This design comes from an exercise in tuning for small area and a short achievable clock period on the open sky130 flow, not from production work.
RTL that was checked went through simulation tests only; none was proved equivalent to the original.
For runs 1 and 2, only the layout was checked, not whether the RTL still works.
Power figures rest on the tool's default switching activity, not on a simulated workload.

--- flow/config.mk ---
export PLATFORM = sky130hd
export DESIGN_NAME = rv_exu
export DESIGN_NICKNAME = rv_exu
export VERILOG_FILES = /design/flow/design.v
export SDC_FILE = /design/flow/constraint.sdc
export NUM_CORES = 4
export LEC_CHECK = 0
export CAP_MARGIN = 20
export CORE_MARGIN = 2
export CORE_UTILIZATION = 55
export SLEW_MARGIN = 20
export SYNTH_HIERARCHICAL = 1
export SYNTH_MINIMUM_KEEP_SIZE = 0
--- flow/constraint.sdc ---
create_clock -name core_clock -period 24.0 [get_ports {clk}]
set_input_delay 4.8000 -clock core_clock [delete_from_list [all_inputs] [get_ports {clk}]]
set_output_delay 4.8000 -clock core_clock [all_outputs]
set_load 0.01 [all_outputs]
--- flow/design.v ---
module rv_exu (
  input         clk,
  input         rst,
  input  [31:0] instr,
  input  [31:0] pc,
  input         stall,
  input         flush,
  input  [31:0] dmem_rdata,
  output        dmem_re,
  output        dmem_we,
  output [31:0] dmem_addr,
  output [31:0] dmem_wdata,
  output        br_taken,
  output [31:0] br_target,
  output        wb_we,
  output [4:0]  wb_rd,
  output [31:0] wb_data
);
  reg        f_load, f_store, f_op, f_opi, f_br;
  reg [31:7] ir;
  reg [31:0] pc_d;
  always @(posedge clk)
    if (rst | flush) begin
      f_load  <= 1'b0;
      f_store <= 1'b0;
      f_op    <= 1'b0;
      f_opi   <= 1'b0;
      f_br    <= 1'b0;
    end else if (!stall) begin
      f_load  <= instr[6:0] == 7'b0000011;
      f_store <= instr[6:0] == 7'b0100011;
      f_op    <= instr[6:0] == 7'b0110011;
      f_opi   <= instr[6:0] == 7'b0010011;
      f_br    <= instr[6:0] == 7'b1100011;
    end
  always @(posedge clk)
    if (!stall) begin
      ir   <= instr[31:7];
      pc_d <= pc;
    end
  wire [4:0] rd  = ir[11:7];
  wire [2:0] f3  = ir[14:12];
  wire [4:0] rs1 = ir[19:15];
  wire [4:0] rs2 = ir[24:20];
  wire [6:0] f7  = ir[31:25];
  wire regwrite = f_load | f_op | f_opi;
  reg  [31:0] rf [0:31];
  wire [31:0] s1, s2;
  dec5 u_s1 (.a(rs1), .y(s1));
  dec5 u_s2 (.a(rs2), .y(s2));
  wire [31:0] a, x2;
  genvar i, j;
  generate
    for (j = 0; j < 32; j = j + 1) begin : col
      wire [31:0] q;
      for (i = 0; i < 32; i = i + 1) begin : row
        assign q[i] = rf[i][j];
      end
      rd_slice u_a (.q(q), .s(s1), .d(a[j]));
      rd_slice u_b (.q(q), .s(s2), .d(x2[j]));
    end
  endgenerate
  wire f7ok   = (f7 == 7'b0000000) | (f7 == 7'b0100000);
  wire use_x2 = f_op | f_br;
  wire sub    = f_br | (~(f_load | f_store) &
                ((f3[2:1] == 2'b01) | (f_op & (f3 == 3'b000) & f7[5])));
  wire ex     = ~f_load;
  wire sel_sum = ex & (f3 == 3'b000) & (f_opi | f7ok);
  wire sel_p   = ex & ((f3 == 3'b100) | (f3 == 3'b110));
  wire sel_g   = ex & (f3[2:1] == 2'b11);
  wire sel_shr = ex & (f3 == 3'b101) & f7ok;
  wire sel_shl = ex & (f3 == 3'b001);
  wire sel_lt  = ex & (f3 == 3'b010);
  wire sel_ltu = ex & (f3 == 3'b011);
  wire left    = ~f3[2];
  wire arith   = f7[5];
  wire [31:0] b;
  assign b[31:12] = x2[31:12] & {20{use_x2}};
  assign b[11:5]  = use_x2 ? x2[11:5] : ir[31:25];
  assign b[4:0]   = use_x2 ? x2[4:0] : (f_store ? ir[11:7] : ir[24:20]);
  wire [31:0] sum, res;
  wire        lt, ltu, eq;
  alu u_alu (
    .a(a), .b(b), .sub(sub), .left(left), .arith(arith),
    .sel_sum(sel_sum), .sel_p(sel_p), .sel_g(sel_g), .sel_shr(sel_shr),
    .sel_shl(sel_shl), .sel_lt(sel_lt), .sel_ltu(sel_ltu), .sel_rd(f_load),
    .rdata(dmem_rdata), .sum(sum), .res(res), .lt(lt), .ltu(ltu), .eq(eq));
  wire rf_we = regwrite & ~stall & ~rst;
  wire [31:0] wsel;
  dec5 u_w (.a(rd), .y(wsel));
  integer k;
  always @(posedge clk)
    for (k = 0; k < 32; k = k + 1)
      if (rf_we & wsel[k])
        rf[k] <= res;
  reg        w_we;
  reg [4:0]  w_rd;
  reg [31:0] w_data;
  always @(posedge clk) begin
    w_we   <= ~rst & regwrite & ~stall;
    w_rd   <= rd;
    w_data <= res;
  end
  wire addr_ok = ~(f3[1] & f3[0]) & ~(f3[2] & (f3[1] | f_store));
  reg cond;
  always @(*)
    case (f3)
      3'b000: cond = eq;
      3'b001: cond = ~eq;
      3'b100: cond = lt;
      3'b101: cond = ~lt;
      3'b110: cond = ltu;
      3'b111: cond = ~ltu;
      default: cond = 1'b0;
    endcase
  assign dmem_re    = f_load & ~stall;
  assign dmem_we    = f_store & ~stall;
  assign dmem_addr  = sum & {32{addr_ok}};
  assign dmem_wdata = x2;
  assign br_taken   = f_br & ~stall & cond;
  bt_add u_bt (.pc(pc_d), .imm({ir[31], ir[7], ir[30:25], ir[11:8]}), .bt(br_target));
  assign wb_we      = w_we;
  assign wb_rd      = w_rd;
  assign wb_data    = w_data;
endmodule
module dec5 (input [4:0] a, output [31:0] y);
  assign y = 32'b1 << a;
endmodule
module rd_slice (input [31:0] q, input [31:0] s, output d);
  assign d = |(q & s);
endmodule
module bt_add (input [31:0] pc, input [11:0] imm, output [31:0] bt);
  assign bt = pc + {19'b0, imm, 1'b0};
endmodule
module alu (
  input  [31:0] a, b,
  input         sub, left, arith,
  input         sel_sum, sel_p, sel_g, sel_shr, sel_shl, sel_lt, sel_ltu, sel_rd,
  input  [31:0] rdata,
  output [31:0] sum,
  output [31:0] res,
  output        lt, ltu, eq
);
  wire [31:0] bx = b ^ {32{sub}};
  wire [31:0] p = a ^ bx;
  wire [31:0] g = a & bx;
  wire [32:0] c;
  prefix32 u_pfx (.p(p), .g(g), .cin(sub), .c(c));
  assign sum = p ^ c[31:0];
  assign ltu = ~c[32];
  assign lt  = (a[31] ^ b[31]) ? a[31] : sum[31];
  assign eq  = &p;
  wire [31:0] ar;
  genvar i;
  generate
    for (i = 0; i < 32; i = i + 1) begin : rev
      assign ar[i] = a[31 - i];
    end
  endgenerate
  wire [31:0] y0 = left ? ar : a;
  wire fill = ~left & arith & a[31];
  wire [31:0] y1 = b[0] ? {fill, y0[31:1]} : y0;
  wire [31:0] y2 = b[1] ? {{2{fill}}, y1[31:2]} : y1;
  wire [31:0] y3 = b[2] ? {{4{fill}}, y2[31:4]} : y2;
  wire [31:0] y4 = b[3] ? {{8{fill}}, y3[31:8]} : y3;
  wire [31:0] y5 = b[4] ? {{16{fill}}, y4[31:16]} : y4;
  wire [31:0] yr;
  generate
    for (i = 0; i < 32; i = i + 1) begin : rev2
      assign yr[i] = y5[31 - i];
    end
  endgenerate
  assign res = (sum & {32{sel_sum}}) | (p & {32{sel_p}}) | (g & {32{sel_g}}) |
               (y5 & {32{sel_shr}}) | (yr & {32{sel_shl}}) | (rdata & {32{sel_rd}}) |
               {31'b0, (lt & sel_lt) | (ltu & sel_ltu)};
endmodule
module prefix32 (input [31:0] p, g, input cin, output [32:0] c);
  wire [31:0] gg [0:5];
  wire [31:0] pp [0:5];
  assign gg[0] = {g[31:1], g[0] | (p[0] & cin)};
  assign pp[0] = p;
  genvar l, i;
  generate
    for (l = 0; l < 5; l = l + 1) begin : lvl
      for (i = 0; i < 32; i = i + 1) begin : bt
        if ((i >> l) & 1) begin : op
          localparam integer J = ((i >> l) << l) - 1;
          assign gg[l+1][i] = gg[l][i] | (pp[l][i] & gg[l][J]);
          assign pp[l+1][i] = pp[l][i] & pp[l][J];
        end else begin : pass
          assign gg[l+1][i] = gg[l][i];
          assign pp[l+1][i] = pp[l][i];
        end
      end
    end
  endgenerate
  assign c = {gg[5], cin};
endmodule
--- flow/run.sh ---
#!/bin/bash
# synth_recipe.tcl (not shown) runs the flow's synth.tcl, then flattens the netlist and writes it again
# the make line also repeats each setting of config.mk as NAME=value (left out here)
make -C /OpenROAD-flow-scripts/flow DESIGN_CONFIG=/design/flow/config.mk WORK_HOME=/design/flow/orfs CLKGATE_MAP_FILE= SYNTH_SCRIPT=/design/flow/synth_recipe.tcl finish
==> flow_metrics.env, run 1 <==
export IMPL_status="no timing/DRC/antenna violations"
export IMPL_io_buffers=236
export IMPL_ys_types=95
export IMPL_detail_route_wl_per_cell_um=38.75
export IMPL_drtIter0Drc=7588
export IMPL_cts_max_level=3
export IMPL_grt_first_pass_wirelength_um=299900
export IMPL_hold_path_startpoint="f_op"
export IMPL_synthCells=3743
export IMPL_grt_usage_pct=42.70
export IMPL_design_die_area_sq_um=98110
export IMPL_design_area_sq_um=61570
export IMPL_clockPowerShare_pct=35.0
export IMPL_power_switching_w=0.001497
export IMPL_netlist_area_sq_um=52590
export IMPL_p_leak_nw=19.83
export IMPL_fin_util_pct=64.90
export IMPL_final_cell_mix="edfxtp_1, a22oi_1, nand4_1"
export IMPL_multi_input_area_sq_um=19320
export IMPL_area_growth_pct=17.07
export IMPL_drcViolationCount=0
export IMPL_fillers=6856
export IMPL_grt_pass1_vias=40380
export IMPL_use_met2_pct=62.28
export IMPL_avgSynthCellArea_sq_um=14.05
export IMPL_hold_depth=2
export IMPL_grt_ovfl_total=0
export IMPL_pre_cts_ws_ps=11920
export IMPL_crit_arrival_ps=8040
export IMPL_cts_max_path_buffers=3
export IMPL_ctsResizeCount=0
export IMPL_worst_r2r_cell_count=21
export IMPL_clkLatencyLatePin_ps=740
export IMPL_seqCellArea_sq_um=33320
export IMPL_drive_gt1_share_pct=14.32
export IMPL_synth_seq_cells=1124
export IMPL_rsz0062_at_grt="false"
export IMPL_use_met3_pct=17.53
export IMPL_grt_util_met1_pct=56.19
export IMPL_powerDensity_nw_per_um2=83.90
export IMPL_combinationalPowerShare_pct=21.1
export IMPL_ys_async_sr_fraction_pct=0
export IMPL_syn_nets=3888
export IMPL_antenna_found_initial=24
export IMPL_min_path_type="register to register"
export IMPL_coreArea_sq_um=94870
export IMPL_switching_share_pct=28.98
export IMPL_worst_ep_required_time_ps=19200
export IMPL_clkTransAtPathRegs_ps=70
export IMPL_max_cap_violations=0
export IMPL_die_h_um=313.2
export IMPL_fmax_mhz=77.91
export IMPL_num_vias=42750
export IMPL_setup_tns_ps=0
export IMPL_numClockSinks=1124
export IMPL_rr_endpoint="rf[19][0]"
export IMPL_fin_crit_sh_pct=53.48
export IMPL_start_util_pct=55.43
export IMPL_r2r_setup_slack_ps=16000
export IMPL_place_gp_congestion=1.006
export IMPL_rows=113
export IMPL_power_w=0.005165
export IMPL_cts_tree="built"
export IMPL_postRouteAntennaNets=0
export IMPL_root_buffer="clkbuf_16"
export IMPL_finalSetupViolCount=0
export IMPL_rr_startpoint="ir[23]"
export IMPL_worst_pin_slew_ps=1254
export IMPL_finalHoldViolations=0
export IMPL_relSlewSlack_pct=16.28
export IMPL_worstHoldEndpoint="f_op"
export IMPL_cts_setup_buffers=0
export IMPL_vdd_ir_drop_max_uv=77.03
export IMPL_synth_edf_count=1081
export IMPL_finalClockSkew_ps=84.24
export IMPL_worst_slack_ps=11160
export IMPL_final_nets=4281
export IMPL_crit_fanout=37
export IMPL_grt_most_used_layer="met2"
export IMPL_intPower_w=0.003669
export IMPL_seqPwrFrac_pct=43.9
export IMPL_wirelength_um=213200
export IMPL_fin_crit_ps=12840
export IMPL_crit_type="register to primary output"
export IMPL_endpoint_kind="primary output"
export IMPL_dpl_instance_area_sq_um=57700
export IMPL_seq_area_frac_synth_pct=63.36
export IMPL_io_pins=237
export IMPL_via_per_inst=7.769
export IMPL_layout_commonest_cell="edfxtp_1"
export IMPL_start_kind="register"
export IMPL_synth_warnings=9
export IMPL_drt_pass1_iterations=9
export IMPL_cts_buffers=111
export IMPL_grt_max_degree=68
export IMPL_synth_main_ff_cell="edfxtp_1"
export IMPL_die_x_um=313.2
export IMPL_slew_violations=0
export IMPL_place_hpwl_um=139100
export IMPL_hold_buffers=0
## worst max-delay path, stage by stage (launching register included)
cell and delay (ps):
edfxtp_1 500, or3b_1 540, nor2_2 970, buf_4 480
a22oi_1 120, nand4_1 160, or4_1 240, nor2_1 110
a21oi_4 150, buf_4 510, xor2_1 140, ha_1 410
a21oi_2 110, o21ai_2 270, a21oi_4 110, o31ai_4 370
o21ai_1 180, a21oi_1 190, xor2_1 120, maj3_1 400
mux2i_1 200, xnor2_1 110, o41ai_2 230, clkdlybuf4s50_1 640
## worst max-delay path by stage
stage               endpoint  cells past startpoint   start
finish              br_taken                     23  ir[23]
floorplan           br_taken                     25  ir[23]
detailed placement  br_taken                      6   stall
global placement    br_taken                      6   stall
CTS                 br_taken                     23  ir[23]
global route        br_taken                     23  ir[23]
## per-stage QoR
stage	hold slack, ps	std cells
after global routing	580.1	5497
after floorplan	441.2	3743
after detailed placement	534.7	5286
after CTS	547.3	5495
final	550.7	5503
after global placement	529.4	5286
## modules after synthesis (local to each module, per instance)
module	flip-flops and latches	times used
alu	0	1
bt_add	0	1
dec5	0	3
prefix32	0	1
rd_slice	0	64
rv_exu	1124	1
## cells by family (layout without fill, tap and decap cells)
| logic type | count (synthesis) | count (layout) | share of synthesized area (%) |
|---|---|---|---|
| AOI/OAI and AO/OA | 1343 | 1343 | 19.82 |
| DFF | 1124 | 1124 | 63.36 |
| and+or+nand+nor | 887 | 887 | 9.452 |
| muxes | 129 | 129 | 3.602 |
| buffers and inverters | 120 | 609 | 1.092 |
| xor gates and xnor gates | 94 | 94 | 1.565 |
| adders and majority gates | 46 | 46 | 1.104 |
| other | 0 | 6 | 0 |
## synth_stat cells, drive strengths merged, types with 22 or more instances
cell / count / share of area (%)
a21oi: 56 / 0.58
o21ai: 43 / 0.42
edfxtp: 1081 / 62
nand4: 281 / 3.4
mux4: 44 / 1.9
inv: 26 / 0.19
nor2: 179 / 1.3
or4: 67 / 0.96
mux2i: 64 / 1.2
nand3: 31 / 0.31
xor2: 79 / 1.3
nand2: 117 / 0.84
nor2b: 75 / 0.91
a22oi: 1039 / 15
ha: 44 / 1.0
a222oi: 31 / 0.59
and2: 39 / 0.46
dfxtp: 43 / 1.6
buf: 51 / 0.59
clkbuf: 42 / 0.30
a21o: 22 / 0.31
## final cells by class
type,instances,share of cell area (%)
Antenna cell,6,0.02439
Clock buffer,157,5.142
Clock inverter,52,1.041
Inverter,27,0.1646
Multi-Input combinational cell,2499,31.37
Sequential cell,1124,54.12
Tap cell,1265,2.571
Timing Repair Buffer,373,5.560
## metal layers
layer	vias up	part of all wire [%]	wire length (um)
li1	16920	-	-
met1	20960	34	73530
met2	4034	43	90980
met3	813	17	36110
met4	22	5.8	12470
met5	-	0.073	155
## power groups by stage
stage          Sequential (W)  Combinational (W)  Clock [W]
6_report              0.00227            0.00109    0.00181
3_3_place_gp          0.00231            0.00103          0
3_5_place_dp          0.00231            0.00104          0
4_1_cts               0.00227            0.00104    0.00181
2_1_floorplan         0.00232           0.000511          0
5_1_grt               0.00227            0.00112    0.00189
## flip-flops by register name (all words and copies together) (netlist names)
signal   cells
rf        1024
f_store      1
f_br         1
w_data      32
ir          25
f_op         1
w_rd         5
w_we         1
pc_d        32
f_load       1
f_opi        1
==> inputs of run 2 (changes only) <==
--- a/flow/design.v
+++ b/flow/design.v
@@ -19,4 +19,5 @@
   reg        f_load, f_store, f_op, f_opi, f_br;
-  reg [31:7] ir;
-  reg [31:0] pc_d;
+  reg [31:20] ir_hi;
+  reg [14:7]  ir_lo;
+  reg [31:0]  pc_d;
   always @(posedge clk)
@@ -37,10 +38,9 @@
     if (!stall) begin
-      ir   <= instr[31:7];
-      pc_d <= pc;
-    end
-  wire [4:0] rd  = ir[11:7];
-  wire [2:0] f3  = ir[14:12];
-  wire [4:0] rs1 = ir[19:15];
-  wire [4:0] rs2 = ir[24:20];
-  wire [6:0] f7  = ir[31:25];
+      ir_hi <= instr[31:20];
+      ir_lo <= instr[14:7];
+      pc_d  <= pc;
+    end
+  wire [4:0] rd  = ir_lo[11:7];
+  wire [2:0] f3  = ir_lo[14:12];
+  wire [6:0] f7  = ir_hi[31:25];
   wire regwrite = f_load | f_op | f_opi;
@@ -48,5 +48,5 @@
   wire [31:0] s1, s2;
-  dec5 u_s1 (.a(rs1), .y(s1));
-  dec5 u_s2 (.a(rs2), .y(s2));
-  wire [31:0] a, x2;
+  dec5 u_s1 (.a(instr[19:15]), .y(s1));
+  dec5 u_s2 (.a(instr[24:20]), .y(s2));
+  wire [31:0] r1, r2;
   genvar i, j;
@@ -58,6 +58,15 @@
       end
-      rd_slice u_a (.q(q), .s(s1), .d(a[j]));
-      rd_slice u_b (.q(q), .s(s2), .d(x2[j]));
-    end
-  endgenerate
+      rd_slice u_a (.q(q), .s(s1), .d(r1[j]));
+      rd_slice u_b (.q(q), .s(s2), .d(r2[j]));
+    end
+  endgenerate
+  wire [31:0] wdata;
+  wire byp1 = regwrite & (rd == instr[19:15]);
+  wire byp2 = regwrite & (rd == instr[24:20]);
+  reg  [31:0] a, x2;
+  always @(posedge clk)
+    if (!stall) begin
+      a  <= byp1 ? wdata : r1;
+      x2 <= byp2 ? wdata : r2;
+    end
   wire f7ok   = (f7 == 7'b0000000) | (f7 == 7'b0100000);
@@ -78,5 +87,5 @@
   assign b[31:12] = x2[31:12] & {20{use_x2}};
-  assign b[11:5]  = use_x2 ? x2[11:5] : ir[31:25];
-  assign b[4:0]   = use_x2 ? x2[4:0] : (f_store ? ir[11:7] : ir[24:20]);
-  wire [31:0] sum, res;
+  assign b[11:5]  = use_x2 ? x2[11:5] : ir_hi[31:25];
+  assign b[4:0]   = use_x2 ? x2[4:0] : (f_store ? ir_lo[11:7] : ir_hi[24:20]);
+  wire [31:0] sum;
   wire        lt, ltu, eq;
@@ -86,3 +95,3 @@
     .sel_shl(sel_shl), .sel_lt(sel_lt), .sel_ltu(sel_ltu), .sel_rd(f_load),
-    .rdata(dmem_rdata), .sum(sum), .res(res), .lt(lt), .ltu(ltu), .eq(eq));
+    .rdata(dmem_rdata), .sum(sum), .res(wdata), .lt(lt), .ltu(ltu), .eq(eq));
   wire rf_we = regwrite & ~stall & ~rst;
@@ -94,3 +103,3 @@
       if (rf_we & wsel[k])
-        rf[k] <= res;
+        rf[k] <= wdata;
   reg        w_we;
@@ -101,3 +110,3 @@
     w_rd   <= rd;
-    w_data <= res;
+    w_data <= wdata;
   end
@@ -120,3 +129,3 @@
   assign br_taken   = f_br & ~stall & cond;
-  bt_add u_bt (.pc(pc_d), .imm({ir[31], ir[7], ir[30:25], ir[11:8]}), .bt(br_target));
+  bt_add u_bt (.pc(pc_d), .imm({ir_hi[31], ir_lo[7], ir_hi[30:25], ir_lo[11:8]}), .bt(br_target));
   assign wb_we      = w_we;
@@ -129,3 +138,21 @@
 module rd_slice (input [31:0] q, input [31:0] s, output d);
-  assign d = |(q & s);
+  wire [10:0] n;
+  genvar t;
+  generate
+    for (t = 0; t < 10; t = t + 1) begin : g3
+      aoi222 u (.a(q[3*t]), .b(s[3*t]), .c(q[3*t+1]), .d(s[3*t+1]),
+                .e(q[3*t+2]), .f(s[3*t+2]), .y(n[t]));
+    end
+  endgenerate
+  aoi22 u_last (.a(q[30]), .b(s[30]), .c(q[31]), .d(s[31]), .y(n[10]));
+  nand_or11 u_or (.n(n), .d(d));
+endmodule
+module aoi222 (input a, b, c, d, e, f, output y);
+  assign y = ~((a & b) | (c & d) | (e & f));
+endmodule
+module aoi22 (input a, b, c, d, output y);
+  assign y = ~((a & b) | (c & d));
+endmodule
+module nand_or11 (input [10:0] n, output d);
+  assign d = ~&n[3:0] | ~&n[7:4] | ~&n[10:8];
 endmodule
==> flow_metrics.env, run 2 <==
export IMPL_power_switching_w=0.001356
export IMPL_seqPwrFrac_pct=47.4
export IMPL_grt_ovfl_total=0
export IMPL_vdd_ir_drop_max_uv=76.96
export IMPL_fin_crit_ps=11150
export IMPL_synth_main_ff_cell="edfxtp_1"
export IMPL_path_cells="clkdlybuf4s50_1 > nor3_1 > clkdlybuf4s50_1"
export IMPL_yosys_area_top_type="edfxtp_1"
export IMPL_postRouteAntennaNets=0
export IMPL_p_leak_nw=21.21
export IMPL_cts_setup_buffers=0
export IMPL_crit_fanout=9
export IMPL_clkTransAtPathRegs_ps=60
export IMPL_crit_arrival_ps=6350
export IMPL_seq_area_frac_synth_pct=64.71
export IMPL_final_cell_mix="edfxtp_1, a222oi_1, clkdlybuf4s50_1"
export IMPL_grt_first_pass_wirelength_um=305200
export IMPL_min_path_type="register to register"
export IMPL_crit_end="br_taken"
export IMPL_fin_util_pct=64.75
export IMPL_drt_pass1_iterations=11
export IMPL_cp_slowest_cell="clkdlybuf4s50_1"
export IMPL_avgSynthCellArea_sq_um=15.41
export IMPL_cts_tree="built"
export IMPL_drcViolationCount=0
export IMPL_final_nets=4050
export IMPL_largest_reg_flops=1024
export IMPL_via_per_inst=8.104
export IMPL_switching_share_pct=26.65
export IMPL_worst_r2r_cell_count=16
export IMPL_grt_max_degree=73
export IMPL_max_stage_delay_ps=620
export IMPL_grt_pass1_vias=40650
export IMPL_area_growth_pct=16.99
export IMPL_cp_buffers_inverters=2
export IMPL_cts_max_level=3
export IMPL_cts_buffers=116
export IMPL_fillers=6953
export IMPL_design_die_area_sq_um=101100
export IMPL_rr_startpoint="ir_hi[30]"
export IMPL_clockPowerShare_pct=36.8
export IMPL_die_x_um=318.0
export IMPL_place_gp_congestion=0.9687
export IMPL_rr_endpoint="a[0]"
export IMPL_startpoint="stall"
export IMPL_synth_top_area_share_pct=63.13
export IMPL_synthCells=3518
export IMPL_powerDensity_nw_per_um2=80.22
export IMPL_finalSetupViolCount=0
export IMPL_start_util_pct=55.34
export IMPL_synth_area_leaders="edfxtp_1, a222oi_1, nand4_1, mux2_4, dfxtp_1"
export IMPL_drive_gt1_share_pct=16.94
export IMPL_numClockSinks=1183
export IMPL_ctsResizeCount=0
export IMPL_synthTopCellsByCount="edfxtp_1, a222oi_1, nor2_1, nand4_1, nand2_1"
export IMPL_combinationalPowerShare_pct=15.8
export IMPL_intPower_w=0.003733
export IMPL_cp_top_family="buffers and inverters"
export IMPL_yosysMostFrequentCell="edfxtp_1"
export IMPL_start_kind="input port"
export IMPL_hold_buffers=0
export IMPL_cp_num_cells=3
export IMPL_fmax_mhz=89.72
export IMPL_synth_warnings=9
export IMPL_layout_commonest_cell="edfxtp_1"
export IMPL_synth_seq_cells=1183
export IMPL_ys_async_sr_fraction_pct=0
export IMPL_rsz0062_at_grt="false"
export IMPL_synth_edf_count=1140
export IMPL_worst_ep_required_time_ps=19200
export IMPL_crit_type="input port to primary output"
export IMPL_antenna_found_initial=13
export IMPL_rows=115
export IMPL_coreArea_sq_um=97990
export IMPL_clkLatencyLatePin_ps=770
export IMPL_wirelength_um=221200
export IMPL_setup_tns_ps=0
export IMPL_cts_max_path_buffers=3
export IMPL_finalClockSkew_ps=101.2
export IMPL_status="no timing/DRC/antenna violations"
export IMPL_max_cap_violations=0
export IMPL_finalHoldViolations=0
export IMPL_slew_violations=0
export IMPL_crit_top_cell="clkdlybuf4s50_1"
export IMPL_relSlewSlack_pct=11.37
export IMPL_root_buffer="clkbuf_16"
export IMPL_ys_types=91
export IMPL_endpoint_kind="primary output"
export IMPL_grt_usage_pct=42.50
export IMPL_r2r_setup_slack_ps=17760
export IMPL_worst_pin_slew_ps=1324
export IMPL_detail_route_wl_per_cell_um=41.75
export IMPL_io_buffers=236
export IMPL_drtIter0Drc=10670
export IMPL_num_vias=42950
export IMPL_place_hpwl_um=133300
export IMPL_die_h_um=318.0
export IMPL_fin_crit_sh_pct=46.44
export IMPL_io_pins=237
export IMPL_netlist_area_sq_um=54230
export IMPL_syn_nets=3663
-- run 2: worst min-delay path by stage --
stage          start  endpoint  slack [ps]  cells past startpoint
2_1_floorplan  f_opi     f_opi         450                      2
3_3_place_gp   f_opi     f_opi         490                      2
3_5_place_dp   f_opi     f_opi         490                      2
4_1_cts        f_opi     f_opi         510                      2
5_1_grt        f_opi     f_opi         550                      2
6_report       f_opi     f_opi         510                      2
-- run 2: metal layers --
metal / track usage [%] / share of wire, %
met5: 0 / 0.035
met4: 28.40 / 8.3
met3: 13.00 / 16
met2: 61.88 / 43
met1: 55.11 / 33
-- run 2: layout make-up --
class,count,area (sq um),area share (%)
well taps,1287,1610,2.538
flip-flops and latches,1183,35090,55.31
clock buffers,154,3167,4.991
multi-input cells,2206,19170,30.21
diodes,9,22.52,0.03550
inverters,25,96.34,0.1519
clock inverters,62,780.7,1.231
repair buffers,373,3506,5.526
-- run 2: power groups by stage --
| stage | Combinational [W] | Sequential (W) | Clock, W |
|---|---|---|---|
| floorplan | 0.000392 | 0.00243 | 0 |
| global placement | 0.000751 | 0.00245 | 0 |
| detailed placement | 0.000762 | 0.00245 | 0 |
| CTS | 0.000765 | 0.00241 | 0.00187 |
| global route | 0.000825 | 0.00241 | 0.00196 |
| finish | 0.000806 | 0.00241 | 0.00187 |
-- run 2: through the flow --
| stage | instance area [sq um] | instances | power [W] | setup WS [ps] | hold WS, ps |
|---|---|---|---|---|---|
| after floorplan | 54230 | 3518 | 0.002826 | 13960 | 454.0 |
| after global placement | 59290 | 5067 | 0.003202 | 12860 | 486.8 |
| after detailed placement | 59300 | 5067 | 0.003215 | 12860 | 491.1 |
| after CTS | 63240 | 5283 | 0.005047 | 12860 | 505.5 |
| after global routing | 63430 | 5294 | 0.005193 | 12750 | 548.2 |
| final | 63440 | 5299 | 0.005090 | 12850 | 509.2 |
-- run 2: kinds of logic after synthesis --
family | share of synthesized area, %
AO/OA/AOI/OAI | 17.98
multiplexers | 5.274
adder cells (fa/ha/maj) | 1.071
flip-flops | 64.71
XOR/XNOR | 1.631
buffers and inverters | 1.170
AND/OR/NAND/NOR | 8.158
-- run 2: worst reg2reg max path, cell delays in order, from the launching register on --
cell and delay (ps):
edfxtp_1 680, a31oi_1 180, o41ai_2 220, buf_4 580
xor2_1 200, ha_1 450, nand4_1 280, nor4_2 370
inv_2 80, o31ai_4 270, o21ai_1 180, a21oi_1 190
xor2_1 150, maj3_1 400, a221oi_1 790, o221ai_4 510
mux2_2 430
-- run 2: Yosys stat by module, one instance, submodules excluded, excerpt --
module | copies in the design | cells inside
aoi222 | 640 | 1
alu | 1 | 716
rv_exu | 1 | 1442
bt_add | 1 | 147
nand_or11 | 64 | 4
prefix32 | 1 | 112
dec5 | 3 | 47
aoi22 | 64 | 1
==> inputs of run 3 (changes only) <==
==> flow/design.v (replaced) <==
module rv_exu (
  input         clk,
  input         rst,
  input  [31:0] instr,
  input  [31:0] pc,
  input         stall,
  input         flush,
  input  [31:0] dmem_rdata,
  output        dmem_re,
  output        dmem_we,
  output [31:0] dmem_addr,
  output [31:0] dmem_wdata,
  output        br_taken,
  output [31:0] br_target,
  output        wb_we,
  output [4:0]  wb_rd,
  output [31:0] wb_data
);
  reg [31:0] ir, pc_d;
  always @(posedge clk)
    if (rst | flush) begin
      ir   <= 32'b0;
      pc_d <= 32'b0;
    end else if (!stall) begin
      ir   <= instr;
      pc_d <= pc;
    end
  wire [6:0] op = ir[6:0];
  wire [2:0] f3 = ir[14:12];
  wire [6:0] f7 = ir[31:25];
  wire is_load  = op == 7'b0000011;
  wire is_store = op == 7'b0100011;
  wire is_op    = op == 7'b0110011;
  wire is_opi   = op == 7'b0010011;
  wire is_br    = op == 7'b1100011;
  wire regwrite = is_load | is_op | is_opi;
  reg [31:0] rf [0:31];
  wire [31:0] a  = rf[ir[19:15]];
  wire [31:0] x2 = rf[ir[24:20]];
  wire [31:0] b = is_store ? {20'b0, ir[31:25], ir[11:7]} :
                  (is_op | is_br) ? x2 : {20'b0, ir[31:20]};
  wire f7_zero = f7 == 7'b0000000;
  wire f7_alt  = f7 == 7'b0100000;
  wire sub = is_br | ((is_op | is_opi) & (f3[2:1] == 2'b01)) | (is_op & (f3 == 3'b000) & f7_alt);
  wire [31:0] bx = b ^ {32{sub}};
  wire [32:0] sum = {1'b0, a} + {1'b0, bx} + {32'b0, sub};
  wire ltu = ~sum[32];
  wire lt  = (a[31] ^ b[31]) ? a[31] : sum[31];
  wire eq  = a == b;
  wire [4:0] sh = b[4:0];
  wire [31:0] sll = a << sh;
  wire [31:0] srx = $signed({f7[5] & a[31], a}) >>> sh;
  reg [31:0] res;
  always @(*)
    case (f3)
      3'b000: res = (is_opi | f7_zero | f7_alt) ? sum[31:0] : 32'b0;
      3'b001: res = sll;
      3'b010: res = {31'b0, lt};
      3'b011: res = {31'b0, ltu};
      3'b100: res = a ^ b;
      3'b101: res = (f7_zero | f7_alt) ? srx : 32'b0;
      3'b110: res = a | b;
      default: res = a & b;
    endcase
  wire [31:0] wdata = is_load ? dmem_rdata : res;
  always @(posedge clk)
    if (regwrite & ~stall & ~rst)
      rf[ir[11:7]] <= wdata;
  reg        w_we;
  reg [4:0]  w_rd;
  reg [31:0] w_data;
  always @(posedge clk) begin
    w_we   <= ~rst & regwrite & ~stall;
    w_rd   <= ir[11:7];
    w_data <= wdata;
  end
  wire addr_ok = ~(f3[1] & f3[0]) & ~(f3[2] & (f3[1] | ir[5]));
  reg cond;
  always @(*)
    case (f3)
      3'b000: cond = eq;
      3'b001: cond = ~eq;
      3'b100: cond = lt;
      3'b101: cond = ~lt;
      3'b110: cond = ltu;
      3'b111: cond = ~ltu;
      default: cond = 1'b0;
    endcase
  assign dmem_re    = is_load & ~stall;
  assign dmem_we    = is_store & ~stall;
  assign dmem_addr  = addr_ok ? sum[31:0] : 32'b0;
  assign dmem_wdata = x2;
  assign br_taken   = is_br & ~stall & cond;
  assign br_target  = pc_d + {19'b0, ir[31], ir[7], ir[30:25], ir[11:8], 1'b0};
  assign wb_we      = w_we;
  assign wb_rd      = w_rd;
  assign wb_data    = w_data;
endmodule
--- a/flow/config.mk
+++ b/flow/config.mk
@@ -9,5 +9,3 @@
 export CORE_MARGIN = 2
-export CORE_UTILIZATION = 55
+export CORE_UTILIZATION = 40
 export SLEW_MARGIN = 20
-export SYNTH_HIERARCHICAL = 1
-export SYNTH_MINIMUM_KEEP_SIZE = 0
==> flow_metrics.env, run 3 <==
export IMPL_status="no timing/DRC/antenna violations"
export IMPL_crit_type="register to primary output"
export IMPL_netlist_area_sq_um=60120
export IMPL_drive_gt1_share_pct=20.34
export IMPL_setup_tns_ps=0
export IMPL_worst_ep_required_time_ps=19200
export IMPL_use_met3_pct=6.425
export IMPL_largest_reg_flops=1024
export IMPL_power_switching_w=0.001247
export IMPL_start_kind="register"
export IMPL_drt_pass1_iterations=8
export IMPL_via_per_inst=6.545
export IMPL_ys_async_sr_fraction_pct=0
export IMPL_ys_types=81
export IMPL_die_x_um=391.7
export IMPL_synth_edf_count=1024
export IMPL_io_pins=237
export IMPL_multi_input_area_sq_um=26050
export IMPL_fmax_mhz=68.50
export IMPL_endpoint_kind="primary output"
export IMPL_rows=142
export IMPL_slew_violations=0
export IMPL_hold_buffers=0
export IMPL_powerDensity_nw_per_um2=70.01
export IMPL_synthTopCellsByCount="edfxtp_1, mux2i_1, mux4_2, a22oi_1, nor2_1"
export IMPL_finalHoldViolations=0
export IMPL_seqPwrFrac_pct=46.4
export IMPL_synthCells=4143
export IMPL_wirelength_um=225600
export IMPL_crit_arrival_ps=9800
export IMPL_start_util_pct=40.19
export IMPL_synth_top_area_share_pct=51.15
export IMPL_coreArea_sq_um=149600
export IMPL_grt_pass1_vias=41480
export IMPL_antenna_found_initial=12
export IMPL_synth_warnings=1
export IMPL_cts_max_level=3
export IMPL_cts_max_path_buffers=3
export IMPL_clockPowerShare_pct=41.0
export IMPL_vdd_ir_drop_max_uv=72.62
export IMPL_cts_buffers=120
export IMPL_fin_crit_ps=14600
export IMPL_final_cell_mix="edfxtp_1, mux2i_1, mux4_2"
export IMPL_fillers=12970
export IMPL_switching_share_pct=25.58
export IMPL_clkLatencyLatePin_ps=790
export IMPL_crit_fanout=50
export IMPL_synth_seq_cells=1136
export IMPL_rsz0062_at_grt="false"
export IMPL_num_vias=42080
export IMPL_grt_util_met1_pct=39.14
export IMPL_grt_max_degree=148
export IMPL_grt_usage_pct=28.97
export IMPL_place_gp_congestion=1.004
export IMPL_finalClockSkew_ps=74.74
export IMPL_clkTransAtPathRegs_ps=60
export IMPL_postRouteAntennaNets=0
export IMPL_grt_ovfl_total=0
export IMPL_die_h_um=391.7
export IMPL_fin_crit_sh_pct=60.83
export IMPL_min_path_type="register to register"
export IMPL_fin_util_pct=46.55
export IMPL_layout_commonest_cell="edfxtp_1"
export IMPL_yosys_area_top_type="edfxtp_1"
export IMPL_cts_tree="built"
export IMPL_max_cap_violations=0
export IMPL_design_die_area_sq_um=153400
export IMPL_root_buffer="clkbuf_16"
export IMPL_drtIter0Drc=5899
export IMPL_synth_area_leaders="edfxtp_1, mux4_2, mux2i_1, dfxtp_1, a22oi_1"
export IMPL_worst_pin_slew_ps=1203
export IMPL_seq_area_frac_synth_pct=54.88
export IMPL_seqCellArea_sq_um=33020
export IMPL_drcViolationCount=0
export IMPL_p_leak_nw=22.88
export IMPL_finalSetupViolCount=0
export IMPL_avgSynthCellArea_sq_um=14.51
export IMPL_final_nets=4513
export IMPL_io_buffers=236
export IMPL_syn_nets=4353
export IMPL_ctsResizeCount=0
export IMPL_place_hpwl_um=136300
export IMPL_cts_setup_buffers=0
export IMPL_yosysMostFrequentCell="edfxtp_1"
export IMPL_intPower_w=0.003628
export IMPL_area_growth_pct=15.83
export IMPL_combinationalPowerShare_pct=12.6
export IMPL_grt_most_used_layer="met2"
export IMPL_synth_main_ff_cell="edfxtp_1"
export IMPL_detail_route_wl_per_cell_um=35.08
export IMPL_relSlewSlack_pct=19.46
export IMPL_numClockSinks=1136
export IMPL_grt_first_pass_wirelength_um=313700
export IMPL_use_met2_pct=44.62
==> run 3: cell count changes in the layout (fill, tap and decap cells not counted), moves of 76 or more <==
cell	change
a22oi_1	+214
mux2i_1	+414
a222oi_1	-671
mux4_2	+377
edfxtp_1	-116
a21oi_1	+106
nand4_1	-142
inv_1	+76
nor2_1	+78
==> run 3: final cells by class <==
| class | instances | area share (%) |
|---|---|---|
| Sequential cell | 1136 | 47.41 |
| Clock inverter | 78 | 1.423 |
| Antenna cell | 5 | 0.01797 |
| Multi-Input combinational cell | 2583 | 37.40 |
| Tap cell | 2016 | 3.622 |
| Inverter | 96 | 0.5175 |
| Timing Repair Buffer | 366 | 4.896 |
| Clock buffer | 150 | 4.706 |
==> run 3: power by group through the flow <==
stage / logic (W) / clock network, W / registers (W)
CTS: 0.000597 / 0.00202 / 0.00226
floorplan: 0.000313 / 0 / 0.00230
global route: 0.000643 / 0.00210 / 0.00226
finish: 0.000615 / 0.00200 / 0.00226
detailed placement: 0.000595 / 0 / 0.00230
global placement: 0.000594 / 0 / 0.00230
==> run 3: critical path: stages, from the launching register on <==
cell             delay (ps)
dfxtp_4                 490
buf_4                   730
buf_4                   830
buf_4                   880
mux4_2                  610
mux4_2                  480
mux2_2                  400
mux2i_1                 610
xnor2_1                 140
ha_1                    410
a21oi_1                 290
o21ai_0                 200
and3_1                  260
o311a_1                 420
o21ai_0                 420
o21ai_0                 140
a31oi_1                 360
nor2_1                   70
a211o_1                 390
a21o_1                  250
clkdlybuf4s50_1         490
==> run 3: path summary, 6_finish.rpt <==
path | from | end | slack [ps] | cells after the start
worst min register to register | ir[7] | w_rd[0] | 490 | 0
worst max register to register | register | rf[29][0] | 14850 | 20
worst max-delay path | register | br_taken | 9400 | 20
worst min-delay path | ir[7] | w_rd[0] | 490 | 0
==> run 3: through the flow <==
step           hold slack, ps  setup WS (ps)  power [W]  cell area (sq um)  std cells
3_3_place_gp            474.3          10320   0.002898              65260       6193
3_5_place_dp            483.1          10320   0.002899              65290       6194
4_1_cts                 490.4           9460   0.004883              69550       6422
6_report                487.0           9402   0.004875              69640       6430
5_1_grt                 495.9           8811   0.005003              69620       6425
2_1_floorplan           354.0          12710   0.002616              60120       4143
==> run 3: layer usage <==
metal  routed length (um)  part of all wire, %
met1                86790                   38
met2               102500                   45
met3                25410                   11
met4                10840                  4.8
met5                   17               0.0075
==> run 3: logic make-up (layout without fill, tap and decap cells) <==
kind of cell | Yosys count | count (layout) | synth area share [%]
DFF | 1136 | 1136 | 54.88
muxes | 944 | 944 | 24.46
AOI/OAI and AO/OA | 738 | 738 | 8.379
and+or+nand+nor | 707 | 707 | 5.919
buffers and inverters | 424 | 690 | 2.832
adders and majority gates | 110 | 110 | 2.314
xor gates and xnor gates | 84 | 84 | 1.224
other | 0 | 5 | 0

[port drivers added, routing unchanged]
The results above use ideal ports. As a check the final layouts listed here were re-extracted and re-timed, cells and wires unchanged.
Step 1 (the two cells are an assumption about what drives the block):
set clk [get_ports {clk}]
set_driving_cell -lib_cell sky130_fd_sc_hd__clkbuf_16 $clk
set_driving_cell -lib_cell sky130_fd_sc_hd__buf_2 [delete_from_list [all_inputs] $clk]
Step 2 moves the port delays by t, midway between the first and last clock arrival at a register: inputs arrive t later, outputs are due t later. That takes back most of the time a late clock gives input paths.
Slacks: ideal ports / drivers / drivers and shift; pairs: ideal ports / drivers.
run	shift t [ns]	slack for setup (ns)	slew at the worst register clock pin (ns)	worst slew at a driven data input, ns
run 1	0.771	11.164 / 11.090 / 11.862	0.08 / 0.08	0.10
run 2	0.789	12.854 / 12.827 / 12.827	0.07 / 0.07	0.13
run 3	0.838	9.402 / 9.319 / 10.156	0.07 / 0.07	0.10
After both steps setup and hold are still met in every run listed. For run 2, which loses most, drivers alone change the setup slack by -0.027 ns; drivers and shift together by -0.027 ns.
